From an optimization exercise on the open Yosys and OpenROAD flow, aimed at small area, a short achievable clock period and few clock cycles; shortcuts taken in it are not production practice. Power is estimated from default activity; no workload was simulated.

==> flow/design.v <==
module ALU_standard_calculator_n_bit #(parameter n = 32)(
    input clk,
    input rst,
    input [2:0] op,
    input signed [n-1:0] a,
    input signed [n-1:0] b,
    output signed [2*n-1:0] result,
    output reg valid_result
);
    localparam W = 40;                
    reg [31:0] H, L;                  
    reg        hs;                    
    reg [31:0] A;                     
    reg        busy;                  
    reg        mmul;                  
    reg        bc;                    
    reg        sq;                    
    reg        dz;                    
    reg        dfirst;                
    reg        dneg;                  
    reg [4:0]  cnt;
    reg [6:0]  mq;                    
    reg [7:0]  mlast;
    assign result = {H | {32{hs}}, L};
    wire op_sub = (op == 3'b001);
    wire op_mul = (op == 3'b010);
    wire op_div = (op == 3'b011);
    wire op_and = (op == 3'b100);
    wire op_not = (op == 3'b111);
    wire op_log = op[2];
    wire sa = a[31];
    wire sb = b[31];
    wire [31:0] xa = a ^ {32{sa}};
    wire [31:0] xb = b ^ {32{sb}};
    wire [31:0] x1 = a ^ {32{op_div & sa}};
    wire [31:0] y1 = (op_mul | op_div) ? 32'b0 : op_not ? 32'hffffffff : b ^ {32{op_sub}};
    wire        c1 = op_sub | (op_div & sa);
    wire [31:0] pg = x1 ^ y1;
    wire [31:0] gg = x1 & y1;
    wire [31:0] lg = (pg & {32{~op_and}}) | (gg & {32{~op[1]}});
    function [31:0] smear;
        input [31:0] x;
        reg [31:0] v;
        begin
            v = x;
            v = v | {1'b0, v[31:1]};
            v = v | {2'b0, v[31:2]};
            v = v | {4'b0, v[31:4]};
            v = v | {8'b0, v[31:8]};
            v = v | {16'b0, v[31:16]};
            smear = v;
        end
    endfunction
    function [5:0] smlen;
        input [31:0] m;
        reg [31:0] h;
        reg [4:0] k;
        integer i;
        begin
            h = m & ~{1'b0, m[31:1]};
            k = 5'd0;
            for (i = 0; i < 32; i = i + 1)
                k = k | (h[i] ? i[4:0] : 5'd0);
            smlen = m[0] ? {1'b0, k} + 6'd1 : 6'd0;
        end
    endfunction
    wire [31:0] smA = smear(xa);
    wire [31:0] smB = smear(xb);
    wire [31:0] smA1 = sa ? {smA[30:0], 1'b1} : smA;    
    wire early = |(smB & ~smA1);                        
    wire [6:0] mq_n = {1'b0, smlen(smA1)} - {1'b0, smlen(smB)} + 7'd1;
    wire [7:0] mone;
    assign mone[0] = (mq == 1);
    assign mone[1] = (mq == 2);
    assign mone[2] = (mq == 3);
    assign mone[3] = (mq == 4);
    assign mone[4] = (mq == 5) || (mq == 6);
    assign mone[5] = (mq >= 7) && (mq <= 9);
    assign mone[6] = (mq >= 10) && (mq <= 12);
    assign mone[7] = (mq >= 13);
    wire [4:0] dcnt = {mone[7], mone[5] | mone[6] | mone[7], mone[4] | mone[7],      
                       mone[2] | mone[3] | mone[6] | mone[7],
                       mone[1] | mone[3] | mone[4] | mone[6] | mone[7]};
    wire [7:0] msel = dfirst ? mone : mlast;
    wire dlast = dfirst ? mone[0] : (cnt == 0);         
    wire [31:0] rinit = msel[0] ? {1'b0,  L[31:1]} :
                        msel[1] ? {2'b0,  L[31:2]} :
                        msel[2] ? {3'b0,  L[31:3]} :
                        msel[3] ? {4'b0,  L[31:4]} :
                        msel[4] ? {6'b0,  L[31:6]} :
                        msel[5] ? {9'b0,  L[31:9]} :
                        msel[6] ? {12'b0, L[31:12]} : 32'b0;
    wire dbit = |(msel & {L[31], L[11], L[8], L[5], L[3], L[2], L[1], L[0]});
    wire [31:0] mask = {{20{msel[7]}}, {3{msel[7] | msel[6]}}, {3{|msel[7:5]}},
                        {2{|msel[7:4]}}, |msel[7:3], |msel[7:2], |msel[7:1], 1'b1};
    wire [31:0] rsrc = dfirst ? rinit : H;             
    wire        rneg_ = rsrc[31];                        
    wire dstep = ~mmul & ~dneg;
    wire [8:0] mb = {L[7:0], bc};
    reg  [3:0] rone, rtwo, rneg;
    integer j;
    always @(*) begin
        for (j = 0; j < 4; j = j + 1) begin
            rone[j] = mmul & (mb[2*j+1] ^ mb[2*j]);
            rtwo[j] = mmul & ((mb[2*j+2] & ~mb[2*j+1] & ~mb[2*j]) | (~mb[2*j+2] & mb[2*j+1] & mb[2*j]));
            rneg[j] = mmul & mb[2*j+2] & ~(mb[2*j+1] & mb[2*j]);
        end
        rone[0] = rone[0] | dstep;
        rneg[0] = rneg[0] | (dstep & (~A[31] ^ rneg_));
    end
    function [33:0] bpp;              
        input one, two, neg;
        input [31:0] m;
        begin
            bpp = (one ? {m[31], m[31], m} : two ? {m[31], m, 1'b0} : 34'b0) ^ {34{neg}};
        end
    endfunction
    wire [33:0] pp0 = bpp(rone[0], rtwo[0], rneg[0], A);
    wire [33:0] pp1 = bpp(rone[1], rtwo[1], rneg[1], A);
    wire [33:0] pp2 = bpp(rone[2], rtwo[2], rneg[2], A);
    wire [33:0] pp3 = bpp(rone[3], rtwo[3], rneg[3], A);
    wire n3 = rneg[3];
    wire [33:0] hrow = dstep ? {~rsrc[31], rsrc, dbit} : {~H[31], H[31], H};
    wire [W-1:0] hr = {6'b0, hrow};
    wire [W-1:0] r0 = {6'b010101, ~pp0[33], pp0[32:0]};
    wire [W-1:0] r1 = {4'b0, ~pp1[33], pp1[32:0], n3, rneg[0]};
    wire [W-1:0] r2 = {2'b0, ~pp2[33], pp2[32:0], n3, rneg[1], n3, n3};
    wire [W-1:0] r3 = {~pp3[33], pp3[32:0], n3, rneg[2], n3, n3, n3, n3};
    wire [W-1:0] s1 = r1 ^ r2 ^ r3;
    wire [W-1:0] k1 = {((r1 & r2) | (r1 & r3) | (r2 & r3)), n3};
    wire [W-1:0] s2 = s1 ^ k1 ^ r0;
    wire [W-1:0] k2 = {((s1 & k1) | (s1 & r0) | (k1 & r0)), n3};
    wire [W-1:0] s3 = s2 ^ k2 ^ hr;
    wire [W-1:0] k3 = {((s2 & k2) | (s2 & hr) | (k2 & hr)), n3};
    wire [W-1:0] ax = busy ? s3 : {{8{x1[31] & ~op_div}}, x1};
    wire [W-1:0] ay = busy ? k3 : {{8{y1[31]}}, y1};
    wire         ac = busy ? (n3 | dneg) : c1;
    wire [W:0] sum1 = {ax, ac} + {ay, ac};              
    wire [W-1:0] sum = sum1[W:1];
    wire ge = ~sum[W-1];
    wire [31:0] qn = {L[30:0], ge} & mask;              
    always @(posedge clk) begin
        A <= b;
        if (!busy) begin
            mmul <= op_mul;
            bc <= 1'b0;
            sq <= sa ^ sb;
            dz <= (b == 0);
            dfirst <= 1'b1;
            mq <= mq_n;
            cnt <= 5'd3;
            H <= 32'b0;
            hs <= op_log ? lg[31] : sum[32] & ~op[1];
            L <= op_log ? lg : sum[31:0] & {32{~(op_div & early)}};
        end else if (!valid_result) begin
            if (mmul) begin
                H <= sum[W-1:8];
                L <= {sum[7:0], L[31:8]};
                bc <= L[7];
                cnt <= cnt - 5'd1;
            end else if (dneg) begin
                H <= 32'b0;
                hs <= sum[31];
                L <= sum[31:0];
            end else begin
                dfirst <= 1'b0;
                mlast <= mone;
                H <= dlast ? (sq ? ~qn : 32'b0) : sum[31:0];
                L <= qn;
                cnt <= (dfirst ? dcnt : cnt) - 5'd1;
            end
        end
    end
    always @(posedge clk or posedge rst) begin
        if (rst) begin
            busy <= 1'b0;
            valid_result <= 1'b0;
            dneg <= 1'b0;
        end else begin
            busy <= 1'b1;
            if (!busy) begin
                valid_result <= !(op_mul || (op_div && !early));
            end else if (!valid_result) begin
                if (mmul) begin
                    if (cnt == 0) valid_result <= 1'b1;
                end else if (dneg) begin
                    valid_result <= 1'b1;
                end else if (dlast && !dz) begin
                    if (sq) dneg <= 1'b1;
                    else valid_result <= 1'b1;
                end
            end
        end
    end
endmodule
export LEC_CHECK = 0
export CAP_MARGIN = 20
export CORE_MARGIN = 2
export CORE_UTILIZATION = 40
export SLEW_MARGIN = 20
create_clock -name core_clock -period 18.0 [get_ports {clk}]
standard.sh (not shown) runs the stock make flow with config.mk's settings and CLKGATE_MAP_FILE= SYNTH_SCRIPT=/design/flow/synth_recipe.tcl, a recipe that flattens the netlist after the stock synthesis.
==> flow/flow/run.sh <==
#!/bin/bash
set -euo pipefail
bash standard.sh SETUP_SLACK_MARGIN=12 TNS_END_PERCENT=10 finish > standard_flow.log 2>&1
Change:
--- a/flow/design.v
+++ b/flow/design.v
@@ -9,7 +9,6 @@
 );
     localparam W = 40;                
     reg [31:0] H, L;                  
-    reg        hs;                    
     reg [31:0] A;                     
     reg        busy;                  
     reg        mmul;                  
@@ -21,7 +20,7 @@
     reg [4:0]  cnt;
     reg [6:0]  mq;                    
     reg [7:0]  mlast;
-    assign result = {H | {32{hs}}, L};
+    assign result = {H, L};
     wire op_sub = (op == 3'b001);
     wire op_mul = (op == 3'b010);
     wire op_div = (op == 3'b011);
@@ -93,8 +92,8 @@
     wire dbit = |(msel & {L[31], L[11], L[8], L[5], L[3], L[2], L[1], L[0]});
     wire [31:0] mask = {{20{msel[7]}}, {3{msel[7] | msel[6]}}, {3{|msel[7:5]}},
                         {2{|msel[7:4]}}, |msel[7:3], |msel[7:2], |msel[7:1], 1'b1};
-    wire [31:0] rsrc = dfirst ? rinit : H;             
-    wire        rneg_ = rsrc[31];                        
+    wire [31:0] rsrc = dfirst ? rinit : H;
+    wire [31:0] dx = {rsrc[30:0], dbit};                
     wire dstep = ~mmul & ~dneg;
     wire [8:0] mb = {L[7:0], bc};
     reg  [3:0] rone, rtwo, rneg;
@@ -106,7 +105,7 @@
             rneg[j] = mmul & mb[2*j+2] & ~(mb[2*j+1] & mb[2*j]);
         end
         rone[0] = rone[0] | dstep;
-        rneg[0] = rneg[0] | (dstep & (~A[31] ^ rneg_));
+        rneg[0] = rneg[0] | (dstep & ~A[31]);
     end
     function [33:0] bpp;              
         input one, two, neg;
@@ -120,18 +119,18 @@
     wire [33:0] pp2 = bpp(rone[2], rtwo[2], rneg[2], A);
     wire [33:0] pp3 = bpp(rone[3], rtwo[3], rneg[3], A);
     wire n3 = rneg[3];
-    wire [33:0] hrow = dstep ? {~rsrc[31], rsrc, dbit} : {~H[31], H[31], H};
+    wire [33:0] hrow = dstep ? {2'b10, dx} : {~H[31], H[31], H};
     wire [W-1:0] hr = {6'b0, hrow};
     wire [W-1:0] r0 = {6'b010101, ~pp0[33], pp0[32:0]};
     wire [W-1:0] r1 = {4'b0, ~pp1[33], pp1[32:0], n3, rneg[0]};
     wire [W-1:0] r2 = {2'b0, ~pp2[33], pp2[32:0], n3, rneg[1], n3, n3};
     wire [W-1:0] r3 = {~pp3[33], pp3[32:0], n3, rneg[2], n3, n3, n3, n3};
-    wire [W-1:0] s1 = r1 ^ r2 ^ r3;
-    wire [W-1:0] k1 = {((r1 & r2) | (r1 & r3) | (r2 & r3)), n3};
-    wire [W-1:0] s2 = s1 ^ k1 ^ r0;
-    wire [W-1:0] k2 = {((s1 & k1) | (s1 & r0) | (k1 & r0)), n3};
-    wire [W-1:0] s3 = s2 ^ k2 ^ hr;
-    wire [W-1:0] k3 = {((s2 & k2) | (s2 & hr) | (k2 & hr)), n3};
+    wire [W-1:0] s1 = hr ^ r0 ^ r1;
+    wire [W-1:0] k1 = {((hr & r0) | (hr & r1) | (r0 & r1)), n3};
+    wire [W-1:0] s2 = s1 ^ k1 ^ r2;
+    wire [W-1:0] k2 = {((s1 & k1) | (s1 & r2) | (k1 & r2)), n3};
+    wire [W-1:0] s3 = s2 ^ k2 ^ r3;
+    wire [W-1:0] k3 = {((s2 & k2) | (s2 & r3) | (k2 & r3)), n3};
     wire [W-1:0] ax = busy ? s3 : {{8{x1[31] & ~op_div}}, x1};
     wire [W-1:0] ay = busy ? k3 : {{8{y1[31]}}, y1};
     wire         ac = busy ? (n3 | dneg) : c1;
@@ -149,8 +148,7 @@
             dfirst <= 1'b1;
             mq <= mq_n;
             cnt <= 5'd3;
-            H <= 32'b0;
-            hs <= op_log ? lg[31] : sum[32] & ~op[1];
+            H <= {32{op_log ? lg[31] : sum[32] & ~op[1]}};
             L <= op_log ? lg : sum[31:0] & {32{~(op_div & early)}};
         end else if (!valid_result) begin
             if (mmul) begin
@@ -159,13 +157,12 @@
                 bc <= L[7];
                 cnt <= cnt - 5'd1;
             end else if (dneg) begin
-                H <= 32'b0;
-                hs <= sum[31];
+                H <= {32{sum[31]}};
                 L <= sum[31:0];
             end else begin
                 dfirst <= 1'b0;
                 mlast <= mone;
-                H <= dlast ? (sq ? ~qn : 32'b0) : sum[31:0];
+                H <= dlast ? (sq ? ~qn : 32'b0) : (ge ? sum[31:0] : dx);
                 L <= qn;
                 cnt <= (dfirst ? dcnt : cnt) - 5'd1;
             end
Wire length rose by a few percent.
Count of clock-buffer cells in the layout fell by 2.
Critical path depth rose by 3.
Utilization fell by 1.3 points.
Global-route usage rose by 0.64 points.
Final cell count barely changes.
Power fell by a few percent.
Design area fell slightly.
Die area rose by a few percent.
Function was not checked in any run of this note: the RTL went through the layout flow alone.

-- afterwards: timing with drivers on the ports --
No port has a modelled driver above. Below, the same layouts with a new extraction and two added sets of constraints.
Step 1 sets driving cells, clkbuf_16 on the clock port and buf_2 on the other inputs (assumed; they add their load-dependent delay and slew).
Step 2, shift: input delay + t, output delay - t, t = (earliest + latest rising clock arrival at the registers) / 2. This alone moves slack from input paths to output paths.
a / b / c = no drivers / after step 1 / after step 2; a / b = the first two.
| run | t (ns) | slack for setup (ns) | worst setup path at the end | latest minus earliest clock arrival (ns) | worst data-port slew with drivers (ns) |
|---|---|---|---|---|---|
| the first run | 0.529 | 10.586 / 10.613 / 10.084 | input to register | 0.025 / 0.024 | 0.06 |
| the second run | 0.556 | 10.067 / 10.103 / 9.547 | input to register | 0.010 / 0.010 | 0.05 |
After both steps setup and hold are still met in every run listed. For the second run, which loses most, drivers alone change the setup slack by +0.036 ns; drivers and shift together by -0.520 ns.
